This is an optimization exercise on Yosys and OpenROAD, whose aim is small area, not a production implementation. Function was checked by simulation only, so behaviour that the tests miss may differ from the original.

==> build 45 <==
==> flow/design.v (excerpt) <==
module DSP(A, B, C, D, clk, rst_n, P);
input  [17:0] A, B, D;
input  [47:0] C;
input clk, rst_n;
output reg [47:0] P;
reg [18:0] Sr, S1, S2;
reg [17:0] A0, A1;
reg [2:0] v;
reg [47:0] Q;
  wire [18:0] Ssum = {u53, u52, u51, u50, u49, u48, u47, u46, u45, s19, s17, s15, s13, s11, s9, s7, s5, s3, s1};
always @(posedge clk) begin
  Sr <= Ssum;
  S1 <= Sr;
  S2 <= S1;
  A0 <= A;
  A1 <= A0;
end
always @(posedge clk or negedge rst_n)
  if (!rst_n) v <= 3'b000;
  else        v <= {v[1:0], 1'b1};
wire [17:0] Am = A1 & {18{v[2]}};
  wire [18:0] pp0 = S2 & {19{Am[0]}};
  wire [18:0] pp1 = S2 & {19{Am[1]}};
  wire [18:0] pp2 = S2 & {19{Am[2]}};
  wire [18:0] pp3 = S2 & {19{Am[3]}};
  wire [18:0] pp4 = S2 & {19{Am[4]}};
  wire [18:0] pp5 = S2 & {19{Am[5]}};
  wire [18:0] pp6 = S2 & {19{Am[6]}};
  wire [18:0] pp7 = S2 & {19{Am[7]}};
  wire [18:0] pp8 = S2 & {19{Am[8]}};
  wire [18:0] pp9 = S2 & {19{Am[9]}};
  wire [18:0] pp10 = S2 & {19{Am[10]}};
  wire [18:0] pp11 = S2 & {19{Am[11]}};
  wire [18:0] pp12 = S2 & {19{Am[12]}};
  wire [18:0] pp13 = S2 & {19{Am[13]}};
  wire [18:0] pp14 = S2 & {19{Am[14]}};
  wire [18:0] pp15 = S2 & {19{Am[15]}};
  wire [18:0] pp16 = S2 & {19{Am[16]}};
  wire [18:0] pp17 = S2 & {19{Am[17]}};
  wire s1, c2;
  ha u_s1 (B[0], D[0], s1, c2);
  wire s3, c4;
  fa u_s3 (B[1], D[1], c2, s3, c4);
  wire s5, c6;
  ...
Settings: LEC_CHECK=0, ABC_AREA=1, CAP_MARGIN=20, CORE_MARGIN=2, CORE_UTILIZATION=40, PLACE_DENSITY=0.6, SLEW_MARGIN=20, SYNTH_HIERARCHICAL=1, SYNTH_MINIMUM_KEEP_SIZE=0; clock period 7.0 ns.
standard.sh (not shown) runs the stock make flow with config.mk's settings and CLKGATE_MAP_FILE= SYNTH_SCRIPT=/design/flow/synth_recipe.tcl, a recipe that flattens the netlist after the stock synthesis.
==> flow/flow/run.sh <==
#!/bin/bash
# The standard layout (standard.sh, unchanged synthesis), with each
# port buffered by the smallest buffer cell instead of a delay cell.
set -euo pipefail
export BUFFER_PORTS_ARGS="-buffer_cell sky130_fd_sc_hd__buf_1"
bash standard.sh > standard.log 2>&1
==> trial 71 (differences from build 45) <==
==> flow/flow/run.sh (replaced) <==
#!/bin/bash
# The standard layout (standard.sh, unchanged synthesis) with:
#  - each port buffered by the smallest buffer cell instead of a delay cell,
#  - clock tree built from clkbuf_8 cells, without dummy loads.
set -euo pipefail
export BUFFER_PORTS_ARGS="-buffer_cell sky130_fd_sc_hd__buf_1"
export CTS_ARGS="-sink_clustering_enable -repair_clock_nets -dont_use_dummy_load -buf_list sky130_fd_sc_hd__clkbuf_8"
bash standard.sh > standard.log 2>&1
--- a/flow/config.mk
+++ b/flow/config.mk
@@ -10,4 +10,5 @@
 export CORE_MARGIN = 2
 export CORE_UTILIZATION = 40
+export GPL_TIMING_DRIVEN = 0
 export PLACE_DENSITY = 0.6
 export SLEW_MARGIN = 20
==> build 76 (differences from build 45) <==
==> flow/flow/run.sh (replaced) <==
#!/bin/bash
set -euo pipefail
export BUFFER_PORTS_ARGS="-buffer_cell sky130_fd_sc_hd__buf_1"
export CTS_ARGS="-sink_clustering_enable -repair_clock_nets -dont_use_dummy_load -buf_list sky130_fd_sc_hd__clkbuf_8"
bash standard.sh > standard.log 2>&1
==> run_results.csv <==
group,metric,value,unit
critical_path,cp_num_cells,30,
clocking,clockRootBuffer,"clkbuf_8",
routing,via_per_inst,4.951,
place,placed_cells,1779,
run_status,status,"complete, no violations",
sta,relSlewSlack,0.5458,
clocking,cts.reportedPaths.clkPinSlew,110,ps
power_and_ir_drop,p_seq_frac,0.211,
layout,nets,1846,
sta,min_period,6675,ps
layout,multi_input_area_share,0.6131,
layout,synthToLayoutAreaGrowth,10.19,%
the above is filed under trial 71

==> run_results.csv <==
group,metric,value,unit
power_and_ir_drop,p_seq_frac,0.198,
layout,nets,1841,
routing,via_per_inst,4.912,
clocking,clockRootBuffer,"clkbuf_16",
layout,synthToLayoutAreaGrowth,13.07,%
place,placed_cells,1774,
clocking,cts.reportedPaths.clkPinSlew,80,ps
run_status,status,"complete, no violations",
global_routing,grt_util_met1,0.2359,
sta,relSlewSlack,0.4913,
layout,multi_input_area_share,0.5962,
critical_path,cp_num_cells,29,
the above is filed under build 45

==> run_results.csv <==
group,metric,value,unit
run_status,status,"complete, no violations",
place,placed_cells,1774,
layout,nets,1841,
critical_path,cp_num_cells,29,
power_and_ir_drop,p_seq_frac,0.210,
routing,via_per_inst,4.941,
sta,relSlewSlack,0.4931,
clocking,cts.reportedPaths.clkPinSlew,110,ps
layout,multi_input_area_share,0.6107,
sta,report.final.hold_viol_count,0,
sta,min_period,6555,ps
layout,synthToLayoutAreaGrowth,10.39,%
the above is filed under build 76

## static timing again, ports no longer ideal
Ports are ideal in the flow. The routed layouts listed here were re-timed in OpenROAD. Step 1, drivers: a clkbuf_16 drives clk and a buf_2 each remaining input, both assumed. Step 2 times the ports against the registers' clock, not the clock port: input delays grow and output delays shrink by t, the midpoint of the rising clock arrivals with the driver on. Slacks: ideal / step 1 / step 2; pairs: ideal / step 1.
run	shift t [ns]	slack for setup (ns)	worst slew at a driven data input, ns	pins driven straight from the clock port
build 45	0.502	0.461 / 0.461 / 0.019	0.07	1
trial 71	0.529	0.325 / 0.325 / -0.122	0.05	1
build 76	0.520	0.445 / 0.445 / 0.005	0.07	1
With both steps, setup timing fails in trial 71, where it was met with ideal ports. The setup slack of trial 71, which loses most, moves by 0.000 ns with the drivers and by -0.447 ns with both steps.
